From an optimization exercise on the open Yosys and OpenROAD flow, aimed at small area; shortcuts taken in it are not production practice. At most, simulation tests tie the RTL to the original design; equivalence was not proved. The RTL of runs 1, 4, 5 and 7 was laid out without a check of its function. Power is estimated from default activity; no workload was simulated.

==> design.v <==
module pipeline(
    input clk,
    input rst,
    input [22:0] a,
    input [7:0] p,
    input [22:0] b,
    input [7:0] q,
    input m,
    output reg [7:0] final_exponent,
    output reg [22:0] normal_mantissa_sum
);
    genvar i;
    wire [22:0] orp;
    assign orp[0] = 1'b0;
    generate
        for (i = 1; i < 23; i = i + 1) begin : g_orp
            assign orp[i] = orp[i-1] | b[i-1];
        end
    endgenerate
    wire [22:0] bn = b ^ ({23{m}} & orp);
    wire [7:0] eh = ~(p ^ q);
    wire [7:0] eg = p & ~q;
    wire [8:0] c0, c1;
    assign c0[0] = 1'b0;
    assign c1[0] = 1'b1;
    generate
        for (i = 0; i < 8; i = i + 1) begin : g_exc
            assign c0[i+1] = eg[i] | (eh[i] & c0[i]);
            assign c1[i+1] = eg[i] | (eh[i] & c1[i]);
        end
    endgenerate
    wire       g  = c0[8];                        
    wire [7:0] d  = g ? (eh ^ c1[7:0]) : ~(eh ^ c0[7:0]);    
    wire       dz = |d[7:5];                      
    wire [4:0] ds = {d[4:3] | {2{dz}}, d[2:0]};   
    wire [7:0] e  = g ? p : q;
    reg [7:0]  e0;
    reg [22:0] a0;
    reg [22:0] b0;
    reg        g0;
    reg [4:0]  d0;
    always @(posedge clk) begin
        e0 <= e;
        a0 <= a;
        b0 <= bn;
        g0 <= g;
        d0 <= ds;
    end
    wire [22:0] mx = g0 ? a0 : b0;
    wire [22:0] mn = g0 ? b0 : a0;
    wire [23:0] x0 = {1'b1, mn};
    wire [23:0] a1 = d0[0] ? {1'b0, x0[23:1]}  : x0;
    wire [23:0] a2 = d0[1] ? {2'b0, a1[23:2]}  : a1;
    wire [23:0] a4 = d0[2] ? {4'b0, a2[23:4]}  : a2;
    wire [23:0] a8 = d0[3] ? {8'b0, a4[23:8]}  : a4;
    wire [23:0] sh = d0[4] ? {16'b0, a8[23:16]} : a8;
    reg [7:0]  e1;
    reg [22:0] m1;
    reg [23:0] s1;
    always @(posedge clk) begin
        e1 <= e0;
        m1 <= mx;
        s1 <= sh;
    end
    reg r1, r2, r3, r4;
    always @(posedge clk) begin
        r1 <= rst;
        r2 <= r1;
        r3 <= r2;
        r4 <= r3;
    end
    wire [23:0] sum;
    wire co;
    bk_add24 add(.x({1'b1, m1}), .y(s1 ^ {24{m}}), .ci(m), .s(sum), .co(co));
    wire c2n = (rst | r1) ? 1'b0 : (r2 ? ~m : co ^ m);
    reg        c2;
    reg [23:0] r2v;
    reg [7:0]  e2;
    always @(posedge clk) begin
        c2  <= c2n;
        r2v <= sum;
        e2  <= e1;
    end
    wire z16 = ~|r2v[23:8];
    wire k16 = ~c2 & z16;
    wire [23:0] t16 = k16 ? {r2v[7:0], 16'd0} : r2v;
    wire z8 = ~|t16[23:16];
    wire k8 = ~c2 & z8;
    wire [23:0] t8 = k8 ? {t16[15:0], 8'd0} : t16;
    wire z4 = ~|t8[23:20];
    wire k4 = ~c2 & z4;
    wire [23:0] t4 = k4 ? {t8[19:0], 4'd0} : t8;
    wire z2 = ~|t4[23:22];
    wire k2 = ~c2 & z2;
    wire [23:0] t2 = k2 ? {t4[21:0], 2'd0} : t4;
    wire k1 = c2 | ~t2[23];
    wire [22:0] t1 = k1 ? {t2[21:0], 1'b0} : t2[22:0];
    wire zz = k16 & k8;                           
    wire [4:0] n = {k16, k8, k4 & ~zz, k2 & ~zz, k1 & ~zz};
    wire z2r = r1 | r2 | r3;
    reg [7:0]  e3;
    reg [4:0]  n3;
    reg [22:0] m3;
    always @(posedge clk) begin
        e3 <= z2r ? 8'd0 : e2;
        n3 <= (z2r & ~c2) ? 5'd24 : n;
        m3 <= t1;
    end
    wire [7:0] fy = {3'd0, n3} ^ {8{~c2}};
    wire [8:0] fc;
    assign fc[0] = ~c2;
    generate
        for (i = 0; i < 8; i = i + 1) begin : g_fe
            assign fc[i+1] = (e3[i] & fy[i]) | ((e3[i] ^ fy[i]) & fc[i]);
        end
    endgenerate
    wire [7:0] fe = e3 ^ fy ^ fc[7:0];
    always @(posedge clk) begin
        final_exponent <= (rst | r1) ? 8'd0 : fe;
        normal_mantissa_sum <= (rst | r1 | r2 | r3 | r4) ? 23'd0 : m3;
    end
endmodule
module bk_add24(input [23:0] x, input [23:0] y, input ci, output [23:0] s, output co);
    wire [23:0] hp = x ^ y;
    wire [23:0] hg = x & y;
    wire g_1 = hg[0] | (hp[0] & ci);
    wire g_2 = hg[2] | (hp[2] & hg[1]);
    wire p_2 = hp[2] & hp[1];
    wire g_3 = hg[4] | (hp[4] & hg[3]);
    wire p_3 = hp[4] & hp[3];
    wire g_4 = hg[6] | (hp[6] & hg[5]);
    wire p_4 = hp[6] & hp[5];
    wire g_5 = hg[8] | (hp[8] & hg[7]);
    wire p_5 = hp[8] & hp[7];
    wire g_6 = hg[10] | (hp[10] & hg[9]);
    wire p_6 = hp[10] & hp[9];
    wire g_7 = hg[12] | (hp[12] & hg[11]);
    wire p_7 = hp[12] & hp[11];
    wire g_8 = hg[14] | (hp[14] & hg[13]);
    wire p_8 = hp[14] & hp[13];
    wire g_9 = hg[16] | (hp[16] & hg[15]);
    wire p_9 = hp[16] & hp[15];
    wire g_10 = hg[18] | (hp[18] & hg[17]);
    wire p_10 = hp[18] & hp[17];
    wire g_11 = hg[20] | (hp[20] & hg[19]);
    wire p_11 = hp[20] & hp[19];
    wire g_12 = hg[22] | (hp[22] & hg[21]);
    wire p_12 = hp[22] & hp[21];
    wire g_13 = g_2 | (p_2 & g_1);
    wire g_14 = g_4 | (p_4 & g_3);
    wire p_14 = p_4 & p_3;
    wire g_15 = g_6 | (p_6 & g_5);
    wire p_15 = p_6 & p_5;
    wire g_16 = g_8 | (p_8 & g_7);
    wire p_16 = p_8 & p_7;
    wire g_17 = g_10 | (p_10 & g_9);
    wire p_17 = p_10 & p_9;
    wire g_18 = g_12 | (p_12 & g_11);
    wire p_18 = p_12 & p_11;
    wire g_19 = g_14 | (p_14 & g_13);
    wire g_20 = g_16 | (p_16 & g_15);
    wire p_20 = p_16 & p_15;
    wire g_21 = g_18 | (p_18 & g_17);
    wire p_21 = p_18 & p_17;
    wire g_22 = g_20 | (p_20 & g_19);
    wire g_23 = g_21 | (p_21 & g_22);
    wire g_24 = g_15 | (p_15 & g_19);
    wire g_25 = g_17 | (p_17 & g_22);
    wire g_26 = g_3 | (p_3 & g_13);
    wire g_27 = g_5 | (p_5 & g_19);
    wire g_28 = g_7 | (p_7 & g_24);
    wire g_29 = g_9 | (p_9 & g_22);
    wire g_30 = g_11 | (p_11 & g_25);
    wire g_31 = hg[1] | (hp[1] & g_1);
    wire g_32 = hg[3] | (hp[3] & g_13);
    wire g_33 = hg[5] | (hp[5] & g_26);
    wire g_34 = hg[7] | (hp[7] & g_19);
    wire g_35 = hg[9] | (hp[9] & g_27);
    wire g_36 = hg[11] | (hp[11] & g_24);
    wire g_37 = hg[13] | (hp[13] & g_28);
    wire g_38 = hg[15] | (hp[15] & g_22);
    wire g_39 = hg[17] | (hp[17] & g_29);
    wire g_40 = hg[19] | (hp[19] & g_25);
    wire g_41 = hg[21] | (hp[21] & g_30);
    wire g_42 = hg[23] | (hp[23] & g_23);
    assign s[0] = hp[0] ^ ci;
    assign s[1] = hp[1] ^ g_1;
    assign s[2] = hp[2] ^ g_31;
    assign s[3] = hp[3] ^ g_13;
    assign s[4] = hp[4] ^ g_32;
    assign s[5] = hp[5] ^ g_26;
    assign s[6] = hp[6] ^ g_33;
    assign s[7] = hp[7] ^ g_19;
    assign s[8] = hp[8] ^ g_34;
    assign s[9] = hp[9] ^ g_27;
    assign s[10] = hp[10] ^ g_35;
    assign s[11] = hp[11] ^ g_24;
    assign s[12] = hp[12] ^ g_36;
    assign s[13] = hp[13] ^ g_28;
    assign s[14] = hp[14] ^ g_37;
    assign s[15] = hp[15] ^ g_22;
    assign s[16] = hp[16] ^ g_38;
    assign s[17] = hp[17] ^ g_29;
    assign s[18] = hp[18] ^ g_39;
    assign s[19] = hp[19] ^ g_25;
    assign s[20] = hp[20] ^ g_40;
    assign s[21] = hp[21] ^ g_30;
    assign s[22] = hp[22] ^ g_41;
    assign s[23] = hp[23] ^ g_23;
    assign co = g_42;
endmodule
==> flow/run.sh <==
#!/bin/bash
set -euo pipefail
bash standard.sh \
  "BUFFER_PORTS_ARGS=-buffer_cell sky130_fd_sc_hd__buf_1" \
  "CTS_ARGS=-sink_clustering_enable -repair_clock_nets -sink_clustering_size 30 -sink_clustering_max_diameter 80 -buf_list sky130_fd_sc_hd__clkbuf_16 -dont_use_dummy_load" \
  finish > standard_flow.log 2>&1
==> standard.sh <==
#!/bin/bash
# synth_recipe.tcl (not shown) runs the flow's synth.tcl, then flattens the netlist and writes it again
# the make line also repeats each setting of config.mk as NAME=value (left out here)
make -C /OpenROAD-flow-scripts/flow DESIGN_CONFIG=/design/flow/config.mk WORK_HOME=/design/flow/orfs CLKGATE_MAP_FILE= SYNTH_SCRIPT=/design/flow/synth_recipe.tcl "${@:-finish}"
==> config.mk <==
export PLATFORM = sky130hd
export DESIGN_NAME = pipeline
export DESIGN_NICKNAME = pipeline
export VERILOG_FILES = /design/flow/design.v
export SDC_FILE = /design/flow/constraint.sdc
export NUM_CORES = 4
export LEC_CHECK = 0
export CAP_MARGIN = 20
export CORE_MARGIN = 2
export CORE_UTILIZATION = 40
export GPL_TIMING_DRIVEN = 0
export SLEW_MARGIN = 20
==> constraint.sdc <==
create_clock -name core_clock -period 4.0 [get_ports {clk}]
set_input_delay 0.8000 -clock core_clock [delete_from_list [all_inputs] [get_ports {clk}]]
set_output_delay 0.8000 -clock core_clock [all_outputs]
set_load 0.01 [all_outputs]
==> results of run 1 <==
## cells in the mapped netlist (all sizes together) (8+ instances only)
cell,number
nand2,39
o22ai,8
nand3,8
a21oi,36
or3,9
nor3,13
o21ai,43
mux2i,55
nor2,50
ha,25
o211ai,9
nor2b,10
a211oi,9
o31ai,8
a221o,8
xnor2,33
inv,59
clkbuf,34
buf,14
mux4,21
and2,34
xor2,32
mux2,50
dfxtp,219
fa,30
## state kept, by name (all words and copies together) (netlist names)
signal and flops:
m1 23, c2 1, r1 1, e2 8, m3 23, r3 1, final_exponent 8, n3 5
r2v 24, e1 8, normal_mantissa_sum 23, g0 1, r4 1, e0 8, e3 8, b0 23
a0 23, d0 5, s1 24, r2 1
## what timing repair did
| item | 4_1_cts | 5_1_grt |
|---|---|---|
| resized for setup | 5 | 5 |
| setup endpoints to repair | 11 | 2 |
| hold endpoints to repair | 0 | 0 |
| gates cloned | 0 | 0 |
| pin swaps | 1 | 0 |
| setup buffers | 1 | 0 |
## how the worst max path moves through the flow
stage / startpoint / endpoint / slack (ps)
6_report: q[0] / d0[4]$_DFF_P_ / 180
5_1_grt: c2$_SDFF_PP0_ / final_exponent[7]$_SDFF_PP0_ / 20
4_1_cts: m / r2v[19]$_DFF_P_ / 90
3_5_place_dp: m / r2v[19]$_DFF_P_ / -960
3_3_place_gp: m / r2v[19]$_DFF_P_ / -910
2_1_floorplan: q[0] / d0[3]$_DFF_P_ / 3
## kinds of logic (layout without fill, tap and decap cells)
kind of cell / count (synthesis) / after routing / share of synthesized area (%)
mux: 126 / 126 / 15.8
buf+inv: 108 / 217 / 4.12
xor+xnor: 65 / 65 / 5.68
simple gates: 201 / 201 / 10.8
fa+ha+maj: 55 / 55 / 9.12
flops: 219 / 219 / 43.8
compound gates: 162 / 162 / 10.7
## critical path: stages
cell and delay, ps:
clkbuf_2 120, inv_4 40, ha_4 150, fa_2 330, fa_2 340, fa_2 350
fa_2 350, fa_2 340, fa_2 360, fa_2 430, clkbuf_8 190, nand4b_1 190
o31ai_2 90, nand2_1 90
## routing by layer
layer	global-route usage, %	up-vias	routed length (µm)
li1	-	3477	-
met1	20.8	3075	9600
met2	29.9	181	10800
met3	2.30	64	886
met4	7.00	0	882
met5	0	-	0
## layout make-up
cell class	instances	area share, %
Buffer	48	1.92
Multi-Input combinational cell	609	47.1
Clock buffer	13	2.91
Timing Repair Buffer	96	3.26
Sequential cell	219	39.2
Inverter	60	2.03
Tap cell	324	3.62
## stage by stage
stage	hold WS, ps	TNS (ps)	instance area, µm²
2_1_floorplan	310	0	10100
3_3_place_gp	311	-11520	10800
3_5_place_dp	312	-12410	10800
4_1_cts	331	0	11200
5_1_grt	333	0	11200
6_report	333	0	11200
## power by group
group	total (mW)	leakage, nW	switching [mW]	internal [mW]
Combinational	2.03	2.52	1.13	0.901
Sequential	2.84	1.82	0.266	2.58
Clock	1.25	0.160	0.665	0.583
Total	6.13	4.50	2.07	4.06
==> results.yml, run 1 <==
hold_path:
  hold_depth: 0
  hold_start: "e0[3]$_DFF_P_"
  hold_end: "e1[3]$_DFF_P_"
  hold_path.class: "reg -> reg"
worst_setup_path:
  reg2reg_to: "final_exponent[7]$_SDFF_PP0_"
  cp-end-kind: "flip-flop"
  r2r-start: "c2$_SDFF_PP0_"
  crit_fanout: 10
  worstPathRequired_ps: 4360
  start_kind: "input pin"
  rrSetupSlack_ps: 200
  crit_type: "in -> reg"
  ff2ff_path_depth: 11
  cp_data_arrival_time_ps: 4180
pwr:
  ir_worst_vdd_mv: 0.342
  power_density_mw_per_mm2: 547
  power_mw: 6.13
  leakage_nw: 4.50
drt:
  drt_iter0_markers: 344
  wl_per_cell_um: 16.2
  ant_nets: 0
  drc: 0
  routed_via_density: 4.96
  num_vias: 6797
  drt-total-wl_mm: 22.1
  first_pass_iters: 6
grt:
  grt_pass1_vias: 6844
  grt_overflow: 0
  grt_max_degree: 31
  grt_pass1_wl_mm: 35.6
  gr-usage-all-layers_pct: 16.9
  antenna_found_initial: 0
layout:
  fin_util_pct: 45.7
  drive_above_1_share_pct: 12.2
  finalNetCount: 1167
  syn_to_final_growth_pct: 11.7
  n_fill_cell: 2376
  final_common_cell: "dfxtp_1"
  layout_common_cells: "218 x dfxtp_1, 101 x buf_1, 58 x inv_1, 55 x mux2i_1"
  instances_no_fill: 1369
  multi_input_area_mm2: 0.00527
  n_antenna_cell: 0
  regArea_mm2: 0.00439
synthesis:
  ys_seq_area_share_pct: 43.8
  yosysTopAreaCell: "dfxtp_1"
  yosys.area.top_type_share_pct: 43.8
  synth_edf_count: 0
  syn-mean-instance-area_um2: 10.7
  synth.area.top_cells: "dfxtp_1 44%, fa_1 6.0%, mux2_2 5.6%"
  async_flop_share_pct: 0
  synth_cell_type_count: 61
  syn_area_mm2: 0.0100
  synthCells: 936
  syn-num-nets: 1056
  synth_warnings: 1
  ys.flop_type: "dfxtp_1"
  ys_ff_latch: 219
die:
  start_util_pct: 40.9
  die_width_um: 162
  rows: 57
  core_area_mm2: 0.0245
  chipHeight_um: 162
  die_area_mm2: 0.0263
  ios: 96
clocking:
  cts-buffers-inserted: 13
  htreeDepth: 1
  cts.sinks: 219
  clockRootBuffer: "clkbuf_16"
  clk_transition_reported_paths_ps: 100
  clock_latency_ps: 480
  cts_hold_buf: 0
  clockBufferDepth: 3
  cts_tree: "done"
timing:
  slew_headroom_pct: 41.9
  maxSlewViolCount: 0
  fin_ws_ps: 182
  skew_ps: 36.0
  post-route-period-util_pct: 95.5
  period_minus_slack_ps: 3820
  finalHoldViolations: 0
  rsz0062_at_grt: "false"
  report.final.setup_viol: 0
  tightest_slew_ps: 871
  fmax_mhz: 262
place:
  dp_hpwl_mm: 17.5
  dpl.cell_count: 1355
  io_buffers: 95
  dp_slack_ps: -963
  gp_congestion: 0.925
outcome:
  status: "no timing/DRC/antenna violations"
run:
  cap_violations: 0
==> run 2, diff against run 1 <==
--- a/design.v
+++ b/design.v
@@ -35,20 +35,18 @@
     wire [4:0] ds = {d[4:3] | {2{dz}}, d[2:0]};   
     wire [7:0] e  = g ? p : q;
+    wire [22:0] mx = g ? a : bn;
+    wire [22:0] mn = g ? bn : a;
     reg [7:0]  e0;
-    reg [22:0] a0;
-    reg [22:0] b0;
-    reg        g0;
+    reg [22:0] m0n;
+    reg [22:0] n0n;
     reg [4:0]  d0;
     always @(posedge clk) begin
-        e0 <= e;
-        a0 <= a;
-        b0 <= bn;
-        g0 <= g;
-        d0 <= ds;
-    end
-    wire [22:0] mx = g0 ? a0 : b0;
-    wire [22:0] mn = g0 ? b0 : a0;
-    wire [23:0] x0 = {1'b1, mn};
-    wire [23:0] a1 = d0[0] ? {1'b0, x0[23:1]}  : x0;
+        e0  <= e;
+        m0n <= ~mx;
+        n0n <= ~mn;
+        d0  <= ds;
+    end
+    wire [23:0] a0 = {1'b1, ~n0n};
+    wire [23:0] a1 = d0[0] ? {1'b0, a0[23:1]}  : a0;
     wire [23:0] a2 = d0[1] ? {2'b0, a1[23:2]}  : a1;
     wire [23:0] a4 = d0[2] ? {4'b0, a2[23:4]}  : a2;
@@ -56,10 +54,10 @@
     wire [23:0] sh = d0[4] ? {16'b0, a8[23:16]} : a8;
     reg [7:0]  e1;
-    reg [22:0] m1;
+    reg [22:0] m1n;
     reg [23:0] s1;
     always @(posedge clk) begin
-        e1 <= e0;
-        m1 <= mx;
-        s1 <= sh;
+        e1  <= e0;
+        m1n <= m0n;
+        s1  <= sh;
     end
     reg r1, r2, r3, r4;
@@ -72,5 +70,5 @@
     wire [23:0] sum;
     wire co;
-    bk_add24 add(.x({1'b1, m1}), .y(s1 ^ {24{m}}), .ci(m), .s(sum), .co(co));
+    bk_add24 add(.x({1'b1, ~m1n}), .y(s1 ^ {24{m}}), .ci(m), .s(sum), .co(co));
     wire c2n = (rst | r1) ? 1'b0 : (r2 ? ~m : co ^ m);
     reg        c2;
@@ -101,9 +99,9 @@
     reg [7:0]  e3;
     reg [4:0]  n3;
-    reg [22:0] m3;
-    always @(posedge clk) begin
-        e3 <= z2r ? 8'd0 : e2;
-        n3 <= (z2r & ~c2) ? 5'd24 : n;
-        m3 <= t1;
+    reg [22:0] m3n;                               
+    always @(posedge clk) begin
+        e3  <= z2r ? 8'd0 : e2;
+        n3  <= (z2r & ~c2) ? 5'd24 : n;
+        m3n <= ~t1;
     end
     wire [7:0] fy = {3'd0, n3} ^ {8{~c2}};
@@ -118,5 +116,5 @@
     always @(posedge clk) begin
         final_exponent <= (rst | r1) ? 8'd0 : fe;
-        normal_mantissa_sum <= (rst | r1 | r2 | r3 | r4) ? 23'd0 : m3;
+        normal_mantissa_sum <= ~(m3n | {23{rst | r1 | r2 | r3 | r4}});
     end
 endmodule
==> run 2 against run 1 <==
Area after synthesis decreased by 3.3%. Design area decreased by 2.4%. Global-route usage decreased by 0.84 points. Critical endpoint is now m0n[7]$_DFF_P_.
==> results.yml, run 2 <==
timing:
  fin_ws_ps: 120
  maxSlewViolCount: 0
  period_minus_slack_ps: 3880
  skew_ps: 66.3
  post-route-period-util_pct: 97.0
  report.final.setup_viol: 0
  finalHoldViolations: 0
  slew_headroom_pct: 54.7
  tightest_slew_ps: 680
  fmax_mhz: 258
layout:
  drive_above_1_share_pct: 7.75
  n_fill_cell: 2357
  multi_input_area_mm2: 0.00492
  regArea_mm2: 0.00436
  syn_to_final_growth_pct: 12.8
  n_antenna_cell: 0
  finalNetCount: 1232
  layout_common_cells: "218 x dfxtp_1, 100 x nand2_1, 98 x buf_1, 92 x nor2_1, 74 x mux2i_1"
  fin_util_pct: 46.3
  instances_no_fill: 1429
  final_common_cell: "dfxtp_1"
  reg.largest.list: "r2v (24), s1 (24)"
clocking:
  clk_transition_reported_paths_ps: 100
  cts-buffers-inserted: 13
  clock_latency_ps: 500
  cts_tree: "done"
  htreeDepth: 1
  cts_hold_buf: 0
  clockRootBuffer: "clkbuf_16"
  cts.sinks: 218
  clockBufferDepth: 3
worst_setup_path:
  ff2ff_path_depth: 11
  crit_fanout: 10
  cp-end-kind: "flip-flop"
  cp-startpoint: "q[0]"
  crit_type: "in -> reg"
  rrSetupSlack_ps: 210
  reg2reg_to: "final_exponent[7]$_SDFF_PP0_"
  cp_data_arrival_time_ps: 4270
  start_kind: "input pin"
  r2r-start: "c2$_SDFF_PP0_"
  critPathCapture: "m0n[7]$_DFF_P_"
  worstPathRequired_ps: 4390
outcome:
  status: "no timing/DRC/antenna violations"
synthesis:
  yosys.area.top_type_share_pct: 45.1
  syn_area_mm2: 0.00969
  ys.flop_type: "dfxtp_1"
  synth_edf_count: 0
  yosysTopAreaCell: "dfxtp_1"
  yosysMostFrequentCell: "dfxtp_1"
  ys_seq_area_share_pct: 45.1
  synth_warnings: 1
  synthCells: 999
  async_flop_share_pct: 0
  syn-num-nets: 1119
  synth_cell_type_count: 66
  syn-mean-instance-area_um2: 9.70
  synthTopCellsByCount: "218 x dfxtp_1, 100 x nand2_1, 93 x nor2_1"
  synth.area.top_cells: "dfxtp_1 45%, mux2i_1 8.0%, fa_1 6.2%"
  ys_ff_latch: 218
place:
  gp_congestion: 0.893
  dp_slack_ps: -1170
  io_buffers: 95
  dpl.cell_count: 1413
  dp_hpwl_mm: 16.5
drt:
  routed_via_density: 4.82
  drt_iter0_markers: 293
  wl_per_cell_um: 14.5
  num_vias: 6888
  drt-total-wl_mm: 20.8
  first_pass_iters: 5
  ant_nets: 0
  drc: 0
grt:
  grt_pass1_vias: 6699
  grt_overflow: 0
  antenna_found_initial: 0
  grt_max_degree: 31
  gr-usage-all-layers_pct: 16.1
  grt_pass1_wl_mm: 33.7
die:
  die_width_um: 160
  die_area_mm2: 0.0255
  ios: 96
  core_area_mm2: 0.0236
  rows: 56
  start_util_pct: 41.0
  chipHeight_um: 160
pwr:
  leakage_nw: 4.70
  ir_worst_vdd_mv: 0.295
  power_mw: 6.02
  power_density_mw_per_mm2: 551
hold_path:
  hold_depth: 0
  hold_path.class: "reg -> reg"
run:
  cap_violations: 0
[run 2: kinds of logic (layout without fill, tap and decap cells)]
| kind of cell | after synthesis | after routing | synth area share, % |
|---|---|---|---|
| adders and majority gates | 55 | 55 | 9.43 |
| muxes | 102 | 102 | 11.1 |
| buffers and inverters | 112 | 223 | 4.55 |
| xor gates and xnor gates | 66 | 66 | 5.97 |
| AOI/OAI and AO/OA | 177 | 177 | 11.5 |
| and+or+nand+nor | 269 | 269 | 12.3 |
| DFF | 218 | 218 | 45.1 |
[run 2: worst min path at each step]
stage | start | slack [ps] | to
floorplan | e0[0]$_DFF_P_ | 310 | e1[0]$_DFF_P_
global placement | m0n[7]$_DFF_P_ | 310 | m1n[7]$_DFF_P_
global route | e0[4]$_DFF_P_ | 290 | e1[4]$_DFF_P_
detailed placement | e1[7]$_DFF_P_ | 310 | e2[7]$_DFF_P_
finish | e0[7]$_DFF_P_ | 290 | e1[7]$_DFF_P_
CTS | e0[7]$_DFF_P_ | 290 | e1[7]$_DFF_P_
[run 2: per-stage QoR]
| step | setup TNS (ps) | area [µm²] | hold WS, ps |
|---|---|---|---|
| 2_1_floorplan | -164 | 9750 | 310 |
| 3_3_place_gp | -32870 | 10500 | 310 |
| 3_5_place_dp | -37580 | 10500 | 312 |
| 4_1_cts | 0 | 10900 | 293 |
| 5_1_grt | -1.77 | 10900 | 291 |
| 6_report | 0 | 10900 | 293 |
[run 2: routing by layer]
metal	routed length, µm	GRT usage (%)	part of all wire, %
met5	0	0	0
met3	731	2.21	3.5
met4	622	5.33	3.0
met2	10000	28.4	48
met1	9420	20.3	45
[run 2: area by class of cell]
| type | instances | area share (%) |
|---|---|---|
| Multi-Input combinational cell | 669 | 45.0 |
| Sequential cell | 218 | 39.9 |
| Tap cell | 319 | 3.65 |
| Timing Repair Buffer | 98 | 3.52 |
| Clock buffer | 13 | 2.98 |
| Buffer | 52 | 2.77 |
| Inverter | 60 | 2.11 |
[run 2: where the power goes]
group	leakage [nW]	internal, mW	switching [mW]
Combinational	2.72	0.838	1.12
Sequential	1.82	2.59	0.243
Clock	0.160	0.582	0.652
[run 2: timing repair]
item	CTS	global route
setup buffers	0	2
gates resized for setup	9	20
setup endpoints to repair	19	48
gates cloned	0	1
pin swaps	0	2
[run 2: critical path, cell delays in order]
cell       delay, ps
clkbuf_2         100
inv_1             50
ha_1             170
inv_1             70
fa_1             160
inv_1             60
fa_2             370
fa_2             380
fa_2             350
fa_2             350
fa_2             340
fa_2             350
buf_8            160
inv_6             90
clkbuf_16        160
mux2i_2          300
==> run 3, diff against run 2 <==
==> flow/run.sh (replaced) <==
#!/bin/bash
set -euo pipefail
bash standard.sh \
  "BUFFER_PORTS_ARGS=-buffer_cell sky130_fd_sc_hd__buf_1" \
  "CTS_ARGS=-sink_clustering_enable -repair_clock_nets -sink_clustering_size 35 -sink_clustering_max_diameter 90 -buf_list sky130_fd_sc_hd__clkbuf_16 -dont_use_dummy_load" \
  finish > standard_flow.log 2>&1
==> run 3 against run 2 <==
Flip-flop and latch count did not move. Largest cell class unchanged. Worst hold slack improved by 15 ps. Wire length fell by 0.26%. Largest power group unchanged. Final cell count fell by 0.14%.
==> results.yml, run 3 <==
layout:
  syn_to_final_growth_pct: 12.5
  final_cell_area_mm2: 0.0109
  finalNetCount: 1230
  final_common_cell: "dfxtp_1"
  n_antenna_cell: 0
  drive_above_1_share_pct: 7.85
  layout_common_cells: "218 x dfxtp_1, 100 x nand2_1, 98 x buf_1, 92 x nor2_1, 71 x mux2i_1"
  reg.largest.list: "r2v (24), s1 (24)"
hold_path:
  hold_start: "m0n[21]$_DFF_P_"
  hold_depth: 0
  hold_end: "m1n[21]$_DFF_P_"
  hold_path.class: "reg -> reg"
worst_setup_path:
  reg2reg_to: "final_exponent[7]$_SDFF_PP0_"
  crit_type: "in -> reg"
  cp_data_arrival_time_ps: 4230
  rrSetupSlack_ps: 220
  worstPathRequired_ps: 4370
  start_kind: "input pin"
  ff2ff_path_depth: 11
  cp-end-kind: "flip-flop"
  crit_fanout: 10
  r2r-start: "c2$_SDFF_PP0_"
place:
  dp_hpwl_mm: 16.5
  dp_slack_ps: -1170
  dpl_cell_area_mm2: 0.0105
  gp_congestion: 0.893
  io_buffers: 95
outcome:
  status: "no timing/DRC/antenna violations"
synthesis:
  synth_edf_count: 0
  async_flop_share_pct: 0
  ys_seq_area_share_pct: 45.1
  syn-num-nets: 1119
  yosys.area.top_type_share_pct: 45.1
  yosysTopAreaCell: "dfxtp_1"
  ys.flop_type: "dfxtp_1"
  syn_area_mm2: 0.00969
  syn-mean-instance-area_um2: 9.70
  synthCells: 999
  synth_warnings: 1
  synth.area.top_cells: "dfxtp_1 45%, mux2i_1 8.0%, fa_1 6.2%"
  synth_cell_type_count: 66
  synthTopCellsByCount: "218 x dfxtp_1, 100 x nand2_1, 93 x nor2_1"
  ys_ff_latch: 218
  yosysMostFrequentCell: "dfxtp_1"
drt:
  drt_iter0_markers: 329
  ant_nets: 0
  wl_per_cell_um: 14.5
  routed_via_density: 4.85
  drt-total-wl_mm: 20.7
  num_vias: 6923
  drc: 0
  first_pass_iters: 5
timing:
  fmax_mhz: 259
  finalHoldViolations: 0
  fin_ws_ps: 134
  slew_headroom_pct: 53.5
  report.final.setup_viol: 0
  whs_ps: 308
  rsz0062_at_grt: "true"
  skew_ps: 52.2
  tightest_slew_ps: 698
  period_minus_slack_ps: 3870
  post-route-period-util_pct: 96.7
  maxSlewViolCount: 0
pwr:
  leakage_nw: 4.67
  ir_worst_vdd_mv: 0.333
  power_mw: 5.93
  power_density_mw_per_mm2: 544
grt:
  grt_pass1_vias: 6677
  gr-usage-all-layers_pct: 16.1
  grt_max_degree: 36
  antenna_found_initial: 0
  grt_pass1_wl_mm: 33.5
  grt_overflow: 0
die:
  die_area_mm2: 0.0255
  start_util_pct: 41.0
  rows: 56
  die_width_um: 160
  core_area_mm2: 0.0236
  ios: 96
  chipHeight_um: 160
clocking:
  clockRootBuffer: "clkbuf_16"
  clockBufferDepth: 3
  clk_transition_reported_paths_ps: 110
  clock_latency_ps: 480
  cts-buffers-inserted: 11
  htreeDepth: 1
  cts_hold_buf: 0
  cts.sinks: 218
  cts_tree: "done"
run:
  cap_violations: 0
## run 3: metrics by stage
stage | std cells | TNS (ps) | utilization [%]
floorplan | 999 | -164 | -
global placement | 1413 | -32870 | 44.5
detailed placement | 1413 | -37580 | 44.5
CTS | 1424 | -13.8 | 45.8
global route | 1427 | -2.10 | 46.2
finish | 1427 | 0 | 46.2
## run 3: cell families (layout without fill, tap and decap cells)
| group | Yosys count | in the layout | synth area share [%] |
|---|---|---|---|
| buffers and inverters | 112 | 221 | 4.55 |
| xor gates and xnor gates | 66 | 66 | 5.97 |
| DFF | 218 | 218 | 45.1 |
| AOI/OAI and AO/OA | 177 | 177 | 11.5 |
| adders and majority gates | 55 | 55 | 9.43 |
| and+or+nand+nor | 269 | 269 | 12.3 |
| muxes | 102 | 102 | 11.1 |
## run 3: routing by layer
metal	vias to the layer above	GRT usage (%)	part of all wire (%)
met5	-	0	0
met1	3132	20.4	45
li1	3581	-	-
met3	37	2.08	3.7
met4	0	5.04	2.7
met2	173	28.3	48
## run 3: worst max-delay path by stage
| stage | cells past startpoint | endpoint | from |
|---|---|---|---|
| 3_3_place_gp | 15 | r2v[22]$_DFF_P_ | m |
| 3_5_place_dp | 14 | r2v[19]$_DFF_P_ | m |
| 4_1_cts | 18 | m0n[2]$_DFF_P_ | q[0] |
| 6_report | 16 | m0n[7]$_DFF_P_ | q[0] |
| 2_1_floorplan | 16 | d0[1]$_DFF_P_ | q[0] |
| 5_1_grt | 16 | m0n[7]$_DFF_P_ | q[0] |
## run 3: layout make-up
| cell class | instances | area, µm² |
|---|---|---|
| fillers | 2372 | 12700 |
| multi-input cells | 669 | 4940 |
| flip-flops and latches | 218 | 4360 |
| well taps | 319 | 399 |
| repair buffers | 98 | 384 |
| plain buffers | 52 | 303 |
| clock buffers | 11 | 275 |
| inverters | 60 | 233 |
## run 3: worst max-delay path, stage by stage
cell	delay [ps]
clkbuf_2	100
inv_1	50
ha_1	170
inv_1	70
fa_1	160
inv_1	60
fa_2	370
fa_2	380
fa_2	350
fa_2	350
fa_2	340
fa_2	350
buf_8	160
inv_8	80
clkbuf_16	160
mux2i_4	260
## run 3: repair_timing
action / 4_1_cts / 5_1_grt
gates cloned: 0 / 1
pin swaps: 0 / 2
setup buffers: 0 / 2
endpoints found under the setup margin: 21 / 57
gates resized for setup: 8 / 29
## run 3: power by group
part           internal (mW)  total (mW)  switching [mW]
combinational          0.843        1.97            1.13
clock                  0.497        1.13           0.635
sequential              2.59        2.83           0.242
total                   3.92        5.93            2.00
==> run 4, diff against run 3 <==
--- a/design.v
+++ b/design.v
@@ -68,8 +68,10 @@
         r4 <= r3;
     end
-    wire [23:0] sum;
-    wire co;
-    bk_add24 add(.x({1'b1, ~m1n}), .y(s1 ^ {24{m}}), .ci(m), .s(sum), .co(co));
-    wire c2n = (rst | r1) ? 1'b0 : (r2 ? ~m : co ^ m);
+    wire [23:0] tsum;
+    wire tco;
+    bk_add24 add(.x({1'b0, m1n}), .y(s1 ^ {24{~m}}), .ci(~m), .s(tsum), .co(tco));
+    wire [23:0] sum = ~tsum;
+    wire co_m = ~(m ^ tco);                       
+    wire c2n = (rst | r1) ? 1'b0 : (r2 ? ~m : co_m);
     reg        c2;
     reg [23:0] r2v;
@@ -97,23 +99,23 @@
     wire [4:0] n = {k16, k8, k4 & ~zz, k2 & ~zz, k1 & ~zz};
     wire z2r = r1 | r2 | r3;
-    reg [7:0]  e3;
+    reg [7:0]  e3n;                               
     reg [4:0]  n3;
     reg [22:0] m3n;                               
     always @(posedge clk) begin
-        e3  <= z2r ? 8'd0 : e2;
+        e3n <= z2r ? 8'hff : ~e2;
         n3  <= (z2r & ~c2) ? 5'd24 : n;
         m3n <= ~t1;
     end
-    wire [7:0] fy = {3'd0, n3} ^ {8{~c2}};
+    wire [7:0] fy = {3'd0, n3} ^ {8{c2}};
     wire [8:0] fc;
-    assign fc[0] = ~c2;
+    assign fc[0] = c2;
     generate
         for (i = 0; i < 8; i = i + 1) begin : g_fe
-            assign fc[i+1] = (e3[i] & fy[i]) | ((e3[i] ^ fy[i]) & fc[i]);
+            assign fc[i+1] = (e3n[i] & fy[i]) | ((e3n[i] ^ fy[i]) & fc[i]);
         end
     endgenerate
-    wire [7:0] fe = e3 ^ fy ^ fc[7:0];
-    always @(posedge clk) begin
-        final_exponent <= (rst | r1) ? 8'd0 : fe;
+    wire [7:0] fen = e3n ^ fy ^ fc[7:0];           
+    always @(posedge clk) begin
+        final_exponent <= ~(fen | {8{rst | r1}});
         normal_mantissa_sum <= ~(m3n | {23{rst | r1 | r2 | r3 | r4}});
     end
==> run 4 against run 3 <==
Still clean on timing, DRC and antenna. Combinational power barely moved. Synthesized cell count fell by 2.5%. Clock power barely moved. Largest cell class unchanged.
==> results.yml, run 4 <==
clocking:
  clockBufferDepth: 3
  cts_tree: "done"
  clockRootBuffer: "clkbuf_16"
  clock_latency_ps: 480
  cts_hold_buf: 0
  cts-buffers-inserted: 11
  htreeDepth: 1
  cts.sinks: 218
  clk_transition_reported_paths_ps: 110
drt:
  drt_iter0_markers: 288
  route.met3.wl_um: 631
  wl_per_cell_um: 14.5
  first_pass_iters: 5
  num_vias: 6672
  wl_met2_mm: 9.83
  routed.top_layer: "met4"
  met1_length_mm: 9.43
  routed_via_density: 4.76
  drc: 0
  drt-total-wl_mm: 20.3
  ant_nets: 0
layout:
  instances_no_fill: 1403
  layout_common_cells: "218 x dfxtp_1, 99 x buf_1, 89 x nand2_1, 87 x nor2_1, 85 x mux2i_1"
  finalNetCount: 1201
  final_common_cell: "dfxtp_1"
  reg.largest.list: "r2v (24), s1 (24)"
  syn_to_final_growth_pct: 12.1
  final_cell_area_mm2: 0.0109
  n_antenna_cell: 0
  drive_above_1_share_pct: 8.53
worst_setup_path:
  cp_slowest_cell: "fa_2"
  ff2ff_path_depth: 10
  cp_data_arrival_time_ps: 4230
  cp_common_cell: "fa_2"
  worstPathRequired_ps: 4360
  crit_type: "in -> reg"
  start_kind: "input pin"
  cp-end-kind: "flip-flop"
  crit_fanout: 10
  crit_path_max_incr_delay_ps: 400
  critical_path.cell_chain: "buf_1 > inv_1 > ha_1 > inv_1 > fa_1 > inv_1 > fa_2 > fa_2 > fa_2 > fa_2 > fa_2 > fa_2 > clkbuf_8 > clkinv_4 > clkbuf_16 > mux2i_4"
place:
  dp_hpwl_mm: 16.4
  dp_slack_ps: -1070
  io_buffers: 95
  dpl.cell_count: 1393
  dpl_cell_area_mm2: 0.0106
  gp_congestion: 0.884
timing:
  report.final.setup_viol: 0
  post-route-period-util_pct: 96.6
  slew_headroom_pct: 54.0
  fmax_mhz: 259
  finalHoldViolations: 0
  skew_ps: 41.5
  fin_ws_ps: 134
  maxSlewViolCount: 0
  tns_ps: 0
  period_minus_slack_ps: 3870
  tightest_slew_ps: 689
pwr:
  switching_share_pct: 33.4
  seq_power_share_pct: 48.3
  power_frac_comb_pct: 32.8
  leakage_nw: 4.54
  internal-power_mw: 3.95
  power_switching_mw: 1.98
  power_density_mw_per_mm2: 544
  clock_power_share_pct: 18.9
  ir_worst_vdd_mv: 0.258
  power_mw: 5.94
synthesis:
  muxShareOfSynthArea_pct: 12.9
  synth-compound-area-share_pct: 11.0
  syn_area_mm2: 0.00974
  ys_ff_latch: 218
  async_flop_share_pct: 0
  synth.area.top_cells: "dfxtp_1 45%, mux2i_1 9.0%, fa_1 6.2%"
  yosys.area.top_type_share_pct: 44.8
  synth_top_family_by_area: "multiplexers"
  yosysMostFrequentCell: "dfxtp_1"
  synth_edf_count: 0
  yosysTopAreaCell: "dfxtp_1"
  syn-num-nets: 1094
  syn-mean-instance-area_um2: 10.0
  ys_seq_area_share_pct: 44.8
  synthAdderAreaFrac_pct: 9.38
  synthSimpleGateAreaFrac_pct: 11.6
  synthCells: 974
  synthTopCellsByCount: "218 x dfxtp_1, 89 x nand2_1, 88 x mux2i_1"
  synth-xor-area-share_pct: 5.94
  synth_warnings: 1
  synth_cell_type_count: 68
  ys.flop_type: "dfxtp_1"
hold_path:
  hold_depth: 0
  hold_path.class: "reg -> reg"
grt:
  antenna_found_initial: 0
  grt_max_degree: 36
  gr-usage-all-layers_pct: 16.2
  grt_pass1_wl_mm: 34.0
  grt_pass1_vias: 6677
  grt_overflow: 0
die:
  rows: 57
  chipHeight_um: 160
  start_util_pct: 40.4
  ios: 96
  die_width_um: 160
  core_area_mm2: 0.0241
  die_area_mm2: 0.0256
outcome:
  status: "no timing/DRC/antenna violations"
run:
  cap_violations: 0
run 4: changes by cell type after synthesis, sizes merged, moves of 6 or more:
cell / previous run / this run
xnor2: 17 / 42
mux2i: 77 / 88
a21oi: 52 / 43
nor2: 94 / 88
clkbuf: 39 / 32
nand2: 100 / 90
mux2: 23 / 29
xor2: 49 / 24
inv: 58 / 52
nand3: 7 / 13
run 4: worst max-delay path, delay by kind of cell:
kind | cells | cell delay (ps)
adders and majority gates | 8 | 2450
buffers and inverters | 7 | 720
muxes | 1 | 260
run 4: final timing paths:
check,from,endpoint,slack (ps)
setup / recovery,q[0],m0n[9]$_DFF_P_,130
hold / removal,m0n[22]$_DFF_P_,m1n[22]$_DFF_P_,310
setup reg to reg,c2$_SDFF_PN0_,final_exponent[6]$_DFF_P_,640
hold reg to reg,m0n[22]$_DFF_P_,m1n[22]$_DFF_P_,310
run 4: repair_timing:
action / CTS / global route
gates resized for setup: 7 / 13
buffers inserted: 1 / 0
pin swaps: 1 / 1
endpoints found under the setup margin: 13 / 21
run 4: cells by family after synthesis:
| logic type | Yosys count |
|---|---|
| AO/OA/AOI/OAI | 163 |
| XOR/XNOR | 66 |
| adder cells (fa/ha/maj) | 55 |
| buffers and inverters | 103 |
| flip-flops | 218 |
| multiplexers | 119 |
| AND/OR/NAND/NOR | 250 |
run 4: routing by layer:
| metal | vias to the layer above | global-route usage (%) |
|---|---|---|
| met1 | 3022 | 20.9 |
| met2 | 119 | 28.7 |
| met3 | 22 | 1.97 |
| met4 | 0 | 4.59 |
| met5 | - | 0 |
| li1 | 3509 | - |
run 4: power groups by stage:
stage	Sequential (mW)	Clock (mW)	Combinational, mW
after floorplan	2.81	0	1.50
after global placement	2.92	0	1.93
after detailed placement	2.92	0	1.93
after CTS	2.87	1.17	1.95
after global routing	2.91	1.24	2.19
final	2.87	1.12	1.94
run 4: metrics by stage:
| stage | util (%) | hold slack, ps |
|---|---|---|
| 6_report | 45.3 | 310 |
| 4_1_cts | 45.1 | 308 |
| 5_1_grt | 45.3 | 308 |
| 3_3_place_gp | 43.9 | 312 |
| 2_1_floorplan | - | 310 |
| 3_5_place_dp | 43.9 | 312 |
run 4: cell type report:
| class | count | area [µm²] |
|---|---|---|
| Multi-Input combinational cell | 653 | 5000 |
| Fill cell | 2415 | 13200 |
| Sequential cell | 218 | 4360 |
| Buffer | 47 | 295 |
| Clock buffer | 11 | 275 |
| Inverter | 54 | 208 |
| Tap cell | 324 | 405 |
| Timing Repair Buffer | 96 | 364 |
==> run 5, diff against run 4 <==
--- a/design.v
+++ b/design.v
@@ -61,10 +61,9 @@
         s1  <= sh;
     end
-    reg r1, r2, r3, r4;
+    reg r1, r2, r3;
     always @(posedge clk) begin
         r1 <= rst;
         r2 <= r1;
         r3 <= r2;
-        r4 <= r3;
     end
     wire [23:0] tsum;
@@ -82,10 +81,11 @@
         e2  <= e1;
     end
+    wire z2r = r1 | r2 | r3;
     wire z16 = ~|r2v[23:8];
     wire k16 = ~c2 & z16;
-    wire [23:0] t16 = k16 ? {r2v[7:0], 16'd0} : r2v;
+    wire [23:0] t16 = (k16 | z2r) ? {r2v[7:0], 16'd0} : r2v;
     wire z8 = ~|t16[23:16];
     wire k8 = ~c2 & z8;
-    wire [23:0] t8 = k8 ? {t16[15:0], 8'd0} : t16;
+    wire [23:0] t8 = (k8 | z2r) ? {t16[15:0], 8'd0} : t16;
     wire z4 = ~|t8[23:20];
     wire k4 = ~c2 & z4;
@@ -98,5 +98,4 @@
     wire zz = k16 & k8;                           
     wire [4:0] n = {k16, k8, k4 & ~zz, k2 & ~zz, k1 & ~zz};
-    wire z2r = r1 | r2 | r3;
     reg [7:0]  e3n;                               
     reg [4:0]  n3;
@@ -118,5 +117,5 @@
     always @(posedge clk) begin
         final_exponent <= ~(fen | {8{rst | r1}});
-        normal_mantissa_sum <= ~(m3n | {23{rst | r1 | r2 | r3 | r4}});
+        normal_mantissa_sum <= ~(m3n | {23{rst | r1}});
     end
 endmodule
==> run 5 against run 4 <==
Clock power about the same. Final cell count increased by 3.2%. Maximum frequency increased by 0.12%. Combinational power shrank 15%. Critical path type unchanged. Flip-flop and latch count is 1 lower. Via count up 6.6%. Largest cell class unchanged. Still clean. Critical endpoint unchanged.
==> results.yml, run 5 <==
worst_setup_path:
  rrSetupSlack_ps: 240
  worstPathRequired_ps: 4380
  crit_path_max_incr_delay_ps: 400
  cp-end-kind: "flip-flop"
  crit_fanout: 10
  cp_slowest_cell: "fa_2"
  crit_buf_inv: 7
  critical_path.cell_chain: "buf_1 > inv_1 > ha_1 > inv_1 > fa_1 > inv_1 > fa_2 > fa_2 > fa_2 > fa_2 > fa_2 > fa_2 > buf_8 > clkinv_4 > clkbuf_16 > mux2i_2"
  critical-path-top-delay-family: "adder cells"
  start_kind: "input pin"
  crit_type: "in -> reg"
  cp_common_cell: "fa_2"
  cp_data_arrival_time_ps: 4240
grt:
  grt_overflow: 0
  antenna_found_initial: 0
  gr-usage-all-layers_pct: 16.7
  grt_pass1_wl_mm: 35.6
  grt_pass1_vias: 6963
  grt_max_degree: 36
synthesis:
  syn-mean-instance-area_um2: 9.78
  yosysMostFrequentCell: "dfxtp_1"
  ys_ff_latch: 217
  syn-num-nets: 1135
  synth_cell_type_count: 73
  ys_seq_area_share_pct: 43.8
  async_flop_share_pct: 0
  yosys.area.top_type_share_pct: 43.8
  synth_edf_count: 0
  syn_area_mm2: 0.00992
  yosysTopAreaCell: "dfxtp_1"
  ys.flop_type: "dfxtp_1"
  synthCells: 1015
  synth.area.top_cells: "dfxtp_1 44%, mux2i_1 8.7%, fa_1 6.1%"
  synthTopCellsByCount: "217 x dfxtp_1, 96 x nand2_1, 95 x nor2_1"
  synth_warnings: 1
timing:
  finalHoldViolations: 0
  maxSlewViolCount: 0
  tightest_slew_ps: 652
  fmax_mhz: 259
  report.final.setup_viol: 0
  skew_ps: 41.1
  period_minus_slack_ps: 3860
  post-route-period-util_pct: 96.5
  rsz0062_at_grt: "false"
  slew_headroom_pct: 56.6
pwr:
  seq_power_share_pct: 49.3
  switching_share_pct: 33.0
  power_switching_mw: 1.80
  power_density_mw_per_mm2: 490
  power_frac_comb_pct: 30.1
  clock_power_share_pct: 20.6
  internal-power_mw: 3.67
  ir_worst_vdd_mv: 0.286
  leakage_nw: 4.67
die:
  start_util_pct: 40.8
  die_area_mm2: 0.0261
  chipHeight_um: 162
  rows: 57
  ios: 96
  die_width_um: 162
  core_area_mm2: 0.0243
layout:
  layout_common_cells: "217 x dfxtp_1, 100 x buf_1, 96 x nand2_1, 95 x nor2_1, 82 x mux2i_1"
  drive_above_1_share_pct: 8.72
  syn_to_final_growth_pct: 12.6
  finalNetCount: 1246
  fin_util_pct: 46.0
  final_common_cell: "dfxtp_1"
  reg.largest.list: "r2v (24), s1 (24)"
  instances_no_fill: 1448
  n_antenna_cell: 0
drt:
  met1_length_mm: 9.91
  routed.top_layer: "met4"
  drc: 0
  wl_per_cell_um: 14.8
  drt-total-wl_mm: 21.4
  wl_met2_mm: 10.3
  drt_iter0_markers: 365
  num_vias: 7112
  ant_nets: 0
  first_pass_iters: 5
  routed_via_density: 4.91
  route.met3.wl_um: 777
place:
  gp_congestion: 0.884
  io_buffers: 95
  dp_hpwl_mm: 17.1
  dpl.cell_count: 1434
clocking:
  clock_latency_ps: 470
  clockBufferDepth: 3
  cts_tree: "done"
  cts-buffers-inserted: 11
  htreeDepth: 1
  cts.sinks: 217
  clockRootBuffer: "clkbuf_16"
  clk_transition_reported_paths_ps: 120
run:
  cap_violations: 0
hold_path:
  hold_path.class: "reg -> reg"
outcome:
  status: "no timing/DRC/antenna violations"
==> run 5: cell types whose count changed after synthesis, sizes merged, moves of 5 or more <==
cell and delta:
a21o -5, a31oi +5, nand2 +6, nor2 +9, o21ai -5
==> run 5: worst reg2reg max path, cell delays in order, from the launching register on <==
cell and delay [ps]:
dfxtp_1 460, or4_4 610, nor4b_4 250, buf_4 190, and2_1 130, buf_4 140
nor2_2 90, a311oi_4 410, a21boi_4 360, buf_2 270, buf_2 260, a21oi_1 90
o21ai_0 240, mux2i_1 110
==> run 5: area by class of cell <==
cell class                 instances  area (µm²)
sequential                       217        4340
tap                              324         405
clock buffer                      11         275
timing repair buffer              99         387
fill                            2406       13100
inverter                          56         215
multi-input combinational        687        5230
buffer                            54         318
==> run 5: final timing paths <==
check | to | cells past startpoint | start
setup reg to reg | m3n[22]$_DFF_P_ | 13 | c2$_SDFF_PN0_
hold reg to reg | e2[4]$_DFF_P_ | 0 | e1[4]$_DFF_P_
setup / recovery | m0n[9]$_DFF_P_ | 16 | q[0]
hold / removal | e2[4]$_DFF_P_ | 0 | e1[4]$_DFF_P_
==> run 5: cells by family (layout without fill, tap and decap cells) <==
family	count (synthesis)	count (layout)	synth area share, %
adder cells (fa/ha/maj)	55	55	9.20
AO/OA/AOI/OAI	172	172	11.5
multiplexers	114	114	12.3
buffers and inverters	111	220	4.58
AND/OR/NAND/NOR	280	280	12.8
XOR/XNOR	66	66	5.82
flip-flops	217	217	43.8
==> run 5: what timing repair did <==
item	CTS	global route
hold buffers	0	0
setup endpoints to repair	13	47
setup buffers	0	4
resized for setup	7	24
pin swaps	0	3
==> run 5: metal layers <==
layer  global-route usage, %  up-vias
met5                       0        -
met4                    4.63        0
met3                    2.11       36
met2                    29.1      152
met1                    21.9     3262
li1                        -     3662
==> run 5: power groups by stage <==
stage / combinational [mW] / sequential, mW / clock [mW]
4_1_cts: 1.62 / 2.69 / 1.17
6_report: 1.65 / 2.70 / 1.13
3_3_place_gp: 1.59 / 2.74 / 0
2_1_floorplan: 1.22 / 2.66 / 0
3_5_place_dp: 1.61 / 2.74 / 0
5_1_grt: 1.84 / 2.74 / 1.25
==> run 5: per-stage QoR <==
step	worst slack (ps)	power, mW	setup TNS, ps	hold WS (ps)	instance area, µm²
finish	139	5.47	0	296	11200
floorplan	-4.61	3.88	-4.61	310	10000
detailed placement	-1090	4.35	-31140	312	10800
global route	16.0	5.82	0	306	11200
CTS	46.9	5.49	0	297	11100
global placement	-1040	4.33	-25440	312	10800
==> run 6, diff against run 5 <==
--- a/design.v
+++ b/design.v
@@ -21,15 +21,21 @@
     wire [7:0] eh = ~(p ^ q);
     wire [7:0] eg = p & ~q;
-    wire [8:0] c0, c1;
+    wire [8:0] c0;
     assign c0[0] = 1'b0;
-    assign c1[0] = 1'b1;
     generate
         for (i = 0; i < 8; i = i + 1) begin : g_exc
             assign c0[i+1] = eg[i] | (eh[i] & c0[i]);
-            assign c1[i+1] = eg[i] | (eh[i] & c1[i]);
         end
     endgenerate
     wire       g  = c0[8];                        
-    wire [7:0] d  = g ? (eh ^ c1[7:0]) : ~(eh ^ c0[7:0]);    
+    wire [7:0] t0 = eh ^ c0[7:0];
+    wire [7:0] ta;                                
+    assign ta[0] = 1'b1;
+    generate
+        for (i = 1; i < 8; i = i + 1) begin : g_inc
+            assign ta[i] = ta[i-1] & t0[i-1];
+        end
+    endgenerate
+    wire [7:0] d  = ~(t0 ^ ({8{g}} & ~ta));       
     wire       dz = |d[7:5];                      
     wire [4:0] ds = {d[4:3] | {2{dz}}, d[2:0]};   
@@ -61,9 +67,10 @@
         s1  <= sh;
     end
-    reg r1, r2, r3;
+    reg r1, r2, r3, r4;
     always @(posedge clk) begin
         r1 <= rst;
         r2 <= r1;
         r3 <= r2;
+        r4 <= r3;
     end
     wire [23:0] tsum;
@@ -81,11 +88,10 @@
         e2  <= e1;
     end
-    wire z2r = r1 | r2 | r3;
     wire z16 = ~|r2v[23:8];
     wire k16 = ~c2 & z16;
-    wire [23:0] t16 = (k16 | z2r) ? {r2v[7:0], 16'd0} : r2v;
+    wire [23:0] t16 = k16 ? {r2v[7:0], 16'd0} : r2v;
     wire z8 = ~|t16[23:16];
     wire k8 = ~c2 & z8;
-    wire [23:0] t8 = (k8 | z2r) ? {t16[15:0], 8'd0} : t16;
+    wire [23:0] t8 = k8 ? {t16[15:0], 8'd0} : t16;
     wire z4 = ~|t8[23:20];
     wire k4 = ~c2 & z4;
@@ -98,4 +104,5 @@
     wire zz = k16 & k8;                           
     wire [4:0] n = {k16, k8, k4 & ~zz, k2 & ~zz, k1 & ~zz};
+    wire z2r = r1 | r2 | r3;
     reg [7:0]  e3n;                               
     reg [4:0]  n3;
@@ -117,5 +124,5 @@
     always @(posedge clk) begin
         final_exponent <= ~(fen | {8{rst | r1}});
-        normal_mantissa_sum <= ~(m3n | {23{rst | r1}});
+        normal_mantissa_sum <= ~(m3n | {23{rst | r1 | r2 | r3 | r4}});
     end
 endmodule
==> run 6 against run 5 <==
Non-clock buffer count decreased by 11. Core utilization shrank 0.84 points. Via count down 4.2%. Design area is 2.7% lower. Clock skew grew 18 ps. Final cell count shrank 3.4%. Maximum frequency fell by 1.7%. Register-to-register slack improved by 20 ps. Clock-buffer cell count stayed put. Largest power group unchanged.
==> results.yml, run 6 <==
synthesis:
  ys_ff_latch: 218
  syn-mean-instance-area_um2: 10.1
  ys_seq_area_share_pct: 44.7
  yosysTopAreaCell: "dfxtp_1"
  synthTopCellsByCount: "218 x dfxtp_1, 100 x mux2i_1, 88 x nor2_1"
  synth_top_family_by_area: "multiplexers"
  synth_warnings: 1
  async_flop_share_pct: 0
  synth-compound-area-share_pct: 11.7
  syn-num-nets: 1082
  synthAdderAreaFrac_pct: 8.00
  syn_area_mm2: 0.00976
  synth_cell_type_count: 69
  muxShareOfSynthArea_pct: 14.4
  synth_edf_count: 0
  yosys.area.top_type_share_pct: 44.7
  yosysMostFrequentCell: "dfxtp_1"
  synthCells: 969
  synth-xor-area-share_pct: 6.19
  synthSimpleGateAreaFrac_pct: 11.0
  synth.area.top_cells: "dfxtp_1 45%, mux2i_1 10%, fa_1 4.9%"
  ys.flop_type: "dfxtp_1"
drt:
  drc: 0
  drt_iter0_markers: 322
  drt-total-wl_mm: 20.7
  num_vias: 6816
  first_pass_iters: 5
  routed_via_density: 4.87
  ant_nets: 0
  wl_per_cell_um: 14.8
clocking:
  cts-buffers-inserted: 11
  htreeDepth: 1
  clk_transition_reported_paths_ps: 120
  clockRootBuffer: "clkbuf_16"
  cts.sinks: 218
  cts_tree: "done"
  clockBufferDepth: 3
  clock_latency_ps: 480
grt:
  use_met1_pct: 20.5
  met2_usage_pct: 28.6
  grt_pass1_vias: 6674
  grt-busiest-layer: "met2"
  antenna_found_initial: 0
  grtUsageMet3_pct: 2.52
  grt_pass1_wl_mm: 34.1
  grt_overflow: 0
  grt_max_degree: 36
  gr-usage-all-layers_pct: 16.3
timing:
  finalHoldViolations: 0
  period_minus_slack_ps: 3930
  slew_headroom_pct: 36.9
  skew_ps: 59.1
  tightest_slew_ps: 939
  fin_ws_ps: 73.9
  report.final.setup_viol: 0
  maxSlewViolCount: 0
  rsz0062_at_grt: "false"
  fmax_mhz: 255
  post-route-period-util_pct: 98.2
place:
  dp_slack_ps: -1330
  gp_congestion: 0.911
  dpl_cell_area_mm2: 0.0106
  dp_hpwl_mm: 16.4
  dpl.cell_count: 1388
  io_buffers: 95
pwr:
  power_density_mw_per_mm2: 567
  leakage_nw: 4.53
  power_mw: 6.16
  ir_worst_vdd_mv: 0.269
worst_setup_path:
  r2r-start: "c2$_SDFF_PN0_"
  start_kind: "input pin"
  rrSetupSlack_ps: 260
  cp-end-kind: "flip-flop"
  reg2reg_to: "m3n[21]$_DFF_P_"
  cp_data_arrival_time_ps: 4300
  ff2ff_path_depth: 8
  crit_fanout: 10
  worstPathRequired_ps: 4370
  crit_type: "in -> reg"
die:
  start_util_pct: 40.5
  die_width_um: 160
  ios: 96
  die_area_mm2: 0.0257
  chipHeight_um: 160
  rows: 57
  core_area_mm2: 0.0241
layout:
  final_cell_area_mm2: 0.0109
  layout_common_cells: "218 x dfxtp_1, 100 x mux2i_1, 100 x buf_1, 88 x nor2_1, 71 x nand2_1"
  finalNetCount: 1190
  drive_above_1_share_pct: 8.65
  n_antenna_cell: 0
  final_common_cell: "dfxtp_1"
  syn_to_final_growth_pct: 11.4
  reg.largest.list: "r2v (24), s1 (24)"
  instances_no_fill: 1399
run:
  cap_violations: 0
hold_path:
  hold_depth: 0
  hold_path.class: "reg -> reg"
  hold_end: "m1n[21]$_DFF_P_"
  hold_start: "m0n[21]$_DFF_P_"
outcome:
  status: "no timing/DRC/antenna violations"
run 6: timing repair:
item / CTS / global route
hold buffers: 0 / 0
buffers inserted: 0 / 1
resized for setup: 11 / 6
pin swaps: 0 / 1
endpoints found under the setup margin: 19 / 12
run 6: final cells by class:
cell class,instances,area (µm²)
Buffer,46,244
Clock buffer,11,275
Fill cell,2374,13200
Inverter,49,184
Multi-Input combinational cell,655,5040
Sequential cell,218,4360
Tap cell,324,405
Timing Repair Buffer,96,364
run 6: cell families (layout without fill, tap and decap cells):
group / count (synthesis) / in the layout
fa+ha+maj: 48 / 48
compound gates: 169 / 169
xor+xnor: 69 / 69
simple gates: 235 / 235
mux: 134 / 134
buf+inv: 96 / 202
flops: 218 / 218
run 6: power by group:
group	internal, mW	switching [mW]
logic	0.943	1.23
clock network	0.497	0.630
registers	2.59	0.276
run 6: per-stage QoR:
stage	util (%)	setup TNS (ps)	hold WS, ps
floorplan	-	-299	310
global placement	43.8	-33890	313
detailed placement	43.8	-37810	312
CTS	45.1	0	271
global route	45.1	0	275
finish	45.1	0	278
run 6: worst max-delay path by stage:
stage / from / end / cells past startpoint
finish: q[0] / m0n[15]$_DFF_P_ / 14
CTS: m / r2v[21]$_DFF_P_ / 14
global placement: m / r2v[21]$_DFF_P_ / 14
floorplan: q[0] / e0[5]$_DFF_P_ / 13
detailed placement: m / r2v[21]$_DFF_P_ / 14
global route: q[0] / m0n[15]$_DFF_P_ / 14
run 6: per-layer routing:
metal  vias up  share of wire (%)
met5         -                  0
met4         0                3.2
met3        46                4.1
met2       164                 47
met1      3078                 46
li1       3528                  -
run 6: worst max-delay path: stages:
cell and delay (ps):
buf_1 100, inv_1 50, ha_1 190, fa_2 340, fa_2 340, fa_2 340, fa_2 350, fa_2 340
fa_1 360, inv_1 90, fa_2 240, buf_8 160, buf_4 240, mux2i_1 350
==> run 7, diff against run 6 <==
--- a/design.v
+++ b/design.v
@@ -21,38 +21,34 @@
     wire [7:0] eh = ~(p ^ q);
     wire [7:0] eg = p & ~q;
-    wire [8:0] c0;
+    wire [8:0] c0, c1;
     assign c0[0] = 1'b0;
+    assign c1[0] = 1'b1;
     generate
         for (i = 0; i < 8; i = i + 1) begin : g_exc
             assign c0[i+1] = eg[i] | (eh[i] & c0[i]);
+            assign c1[i+1] = eg[i] | (eh[i] & c1[i]);
         end
     endgenerate
     wire       g  = c0[8];                        
-    wire [7:0] t0 = eh ^ c0[7:0];
-    wire [7:0] ta;                                
-    assign ta[0] = 1'b1;
-    generate
-        for (i = 1; i < 8; i = i + 1) begin : g_inc
-            assign ta[i] = ta[i-1] & t0[i-1];
-        end
-    endgenerate
-    wire [7:0] d  = ~(t0 ^ ({8{g}} & ~ta));       
+    wire [7:0] d  = g ? (eh ^ c1[7:0]) : ~(eh ^ c0[7:0]);    
     wire       dz = |d[7:5];                      
     wire [4:0] ds = {d[4:3] | {2{dz}}, d[2:0]};   
     wire [7:0] e  = g ? p : q;
-    wire [22:0] mx = g ? a : bn;
-    wire [22:0] mn = g ? bn : a;
     reg [7:0]  e0;
-    reg [22:0] m0n;
-    reg [22:0] n0n;
+    reg [22:0] a0;
+    reg [22:0] b0;
+    reg        g0;
     reg [4:0]  d0;
     always @(posedge clk) begin
-        e0  <= e;
-        m0n <= ~mx;
-        n0n <= ~mn;
-        d0  <= ds;
-    end
-    wire [23:0] a0 = {1'b1, ~n0n};
-    wire [23:0] a1 = d0[0] ? {1'b0, a0[23:1]}  : a0;
+        e0 <= e;
+        a0 <= a;
+        b0 <= bn;
+        g0 <= g;
+        d0 <= ds;
+    end
+    wire [22:0] mx = g0 ? a0 : b0;
+    wire [22:0] mn = g0 ? b0 : a0;
+    wire [23:0] x0 = {1'b1, mn};
+    wire [23:0] a1 = d0[0] ? {1'b0, x0[23:1]}  : x0;
     wire [23:0] a2 = d0[1] ? {2'b0, a1[23:2]}  : a1;
     wire [23:0] a4 = d0[2] ? {4'b0, a2[23:4]}  : a2;
@@ -64,5 +60,5 @@
     always @(posedge clk) begin
         e1  <= e0;
-        m1n <= m0n;
+        m1n <= ~mx;
         s1  <= sh;
     end
==> run 7 against run 6 <==
Still clean on timing, DRC and antenna. Area after synthesis decreased by 1.1%. Core utilization increased by 0.56 points. Global-route usage increased by 0.51 points. Synthesized cell count decreased by 6.4%. Design area decreased by 0.83%. Maximum frequency increased by 2.5%. Final cell count decreased by 4.6%. Setup slack improved by 97 ps. Sequential power about the same. Critical path type unchanged.
==> results.yml, run 7 <==
outcome:
  status: "no timing/DRC/antenna violations"
drt:
  num_vias: 6551
  drt-total-wl_mm: 21.5
  wl_per_cell_um: 16.1
  drt_iter0_markers: 295
  met1_length_mm: 9.41
  routed_via_density: 4.91
  routed.top_layer: "met4"
  wl_met2_mm: 10.6
  route.met3.wl_um: 802
  ant_nets: 0
  first_pass_iters: 4
  drc: 0
layout:
  layout_common_cells: "219 x dfxtp_1, 98 x buf_1, 78 x mux2i_1, 77 x nor2_1, 63 x nand2_1"
  instances_no_fill: 1334
  syn_to_final_growth_pct: 11.7
  drive_above_1_share_pct: 7.88
  n_fill_cell: 2300
  reg.largest.list: "r2v (24), s1 (24)"
  finalNetCount: 1137
  final_common_cell: "dfxtp_1"
  n_antenna_cell: 0
clocking:
  post-cts-setup-buffers: 0
  clk_transition_reported_paths_ps: 120
  cts_resized: 3
  cts.sinks: 219
  clock_latency_ps: 490
  htreeDepth: 1
  clockBufferDepth: 3
  cts_tree: "done"
  clockRootBuffer: "clkbuf_16"
  cts-buffers-inserted: 13
  cts_hold_buf: 0
die:
  die_area_mm2: 0.0254
  die_width_um: 159
  chipHeight_um: 159
  start_util_pct: 40.9
  rows: 56
  core_area_mm2: 0.0236
  ios: 96
timing:
  skew_ps: 56.3
  whs_ps: 308
  post-route-period-util_pct: 95.7
  period_minus_slack_ps: 3830
  fmax_mhz: 261
  tightest_slew_ps: 937
  maxSlewViolCount: 0
  report.final.setup_viol: 0
  rsz0062_at_grt: "false"
  slew_headroom_pct: 37.5
  tns_ps: 0
  finalHoldViolations: 0
place:
  dp_hpwl_mm: 17.1
  io_buffers: 95
  gp_congestion: 0.897
  dpl.cell_count: 1321
hold_path:
  hold_path.class: "reg -> reg"
pwr:
  ir_worst_vdd_mv: 0.323
  power_frac_comb_pct: 31.1
  clock_power_share_pct: 20.8
  switching_share_pct: 33.5
  leakage_nw: 4.35
  power_switching_mw: 2.00
  seq_power_share_pct: 48.1
  power_density_mw_per_mm2: 554
  internal-power_mw: 3.97
worst_setup_path:
  cp_data_arrival_time_ps: 4170
  start_kind: "input pin"
  worstPathRequired_ps: 4350
  crit_type: "in -> reg"
  cp-startpoint: "q[0]"
  crit_fanout: 10
  reg2reg_to: "final_exponent[7]$_DFF_P_"
  cp-end-kind: "flip-flop"
  critPathCapture: "d0[4]$_DFF_P_"
  r2r-start: "c2$_SDFF_PN0_"
  ff2ff_path_depth: 12
  rrSetupSlack_ps: 280
synthesis:
  yosysMostFrequentCell: "dfxtp_1"
  ys_seq_area_share_pct: 45.4
  yosys.area.top_type_share_pct: 45.4
  synth.area.top_cells: "dfxtp_1 45%, mux2i_1 8.1%, fa_1 6.2%"
  synth_cell_type_count: 62
  synthTopCellsByCount: "219 x dfxtp_1, 78 x mux2i_1, 77 x nor2_1"
  synth_edf_count: 0
  yosysTopAreaCell: "dfxtp_1"
  synthCells: 907
  syn_area_mm2: 0.00966
  synth_warnings: 1
  syn-num-nets: 1027
  syn-mean-instance-area_um2: 10.6
  ys.flop_type: "dfxtp_1"
  async_flop_share_pct: 0
  ys_ff_latch: 219
grt:
  grt_pass1_wl_mm: 34.4
  grt_overflow: 0
  gr-usage-all-layers_pct: 16.8
  grt_max_degree: 36
  antenna_found_initial: 0
  grt_pass1_vias: 6534
run:
  cap_violations: 0
==> run 7: metrics by stage <==
step | power, mW | cell area, µm² | setup slack (ps) | utilization (%)
after CTS | 6.04 | 10800 | 129 | 45.6
after floorplan | 4.20 | 9680 | -29.0 | -
after global routing | 6.38 | 10800 | 28.0 | 45.7
final | 5.97 | 10800 | 170 | 45.7
after global placement | 4.77 | 10400 | -941 | 44.2
after detailed placement | 4.78 | 10400 | -952 | 44.2
==> run 7: power by group through the flow <==
| stage | registers [mW] | logic (mW) | clock network, mW |
|---|---|---|---|
| 2_1_floorplan | 2.80 | 1.41 | 0 |
| 3_3_place_gp | 2.92 | 1.85 | 0 |
| 3_5_place_dp | 2.92 | 1.86 | 0 |
| 4_1_cts | 2.87 | 1.87 | 1.30 |
| 5_1_grt | 2.92 | 2.10 | 1.36 |
| 6_report | 2.87 | 1.86 | 1.24 |
==> run 7: layer usage <==
| metal | GRT usage (%) | vias up |
|---|---|---|
| met4 | 5.41 | 0 |
| met1 | 20.5 | 3001 |
| met2 | 30.4 | 164 |
| met3 | 2.40 | 40 |
| met5 | 0 | - |
| li1 | - | 3346 |
==> run 7: cell families after synthesis <==
group / Yosys count / synth area share, %
DFF: 219 / 45.4
muxes: 112 / 14.7
AOI/OAI and AO/OA: 149 / 10.2
and+or+nand+nor: 209 / 10.4
buffers and inverters: 98 / 3.86
xor gates and xnor gates: 65 / 5.90
adders and majority gates: 55 / 9.46
==> run 7: worst max-delay path, cell delays in order <==
cell and delay (ps):
buf_1 90, inv_1 60, ha_1 190, fa_1 380
fa_2 350, fa_2 350, fa_2 340, fa_2 340
fa_2 340, fa_2 370, clkbuf_8 180, nand4b_1 170
o31ai_1 120, nand2_1 90
==> run 7: area by class of cell <==
class	instances	area (µm²)	share of cell area, %
Buffer	46	195	1.81
Clock buffer	13	325	3.02
Inverter	52	195	1.81
Multi-Input combinational cell	590	4930	45.7
Sequential cell	219	4380	40.6
Tap cell	319	399	3.70
Timing Repair Buffer	95	357	3.31
==> run 7: worst min-delay path by stage <==
stage | slack (ps) | end | depth (start not counted) | start
floorplan | 310 | e1[0]$_DFF_P_ | 0 | e0[0]$_DFF_P_
global placement | 310 | e2[7]$_DFF_P_ | 0 | e1[7]$_DFF_P_
detailed placement | 310 | e1[3]$_DFF_P_ | 0 | e0[3]$_DFF_P_
CTS | 300 | e2[4]$_DFF_P_ | 0 | e1[4]$_DFF_P_
global route | 310 | e2[5]$_DFF_P_ | 0 | e1[5]$_DFF_P_
finish | 310 | e2[4]$_DFF_P_ | 0 | e1[4]$_DFF_P_

Setup slack of run 7, layout unchanged: 0.170 ns with ideal ports, 0.194 ns with driving cells assumed (clock clkbuf_16, inputs buf_2), -0.317 ns with port delays also shifted by the 0.510 ns mid clock arrival.
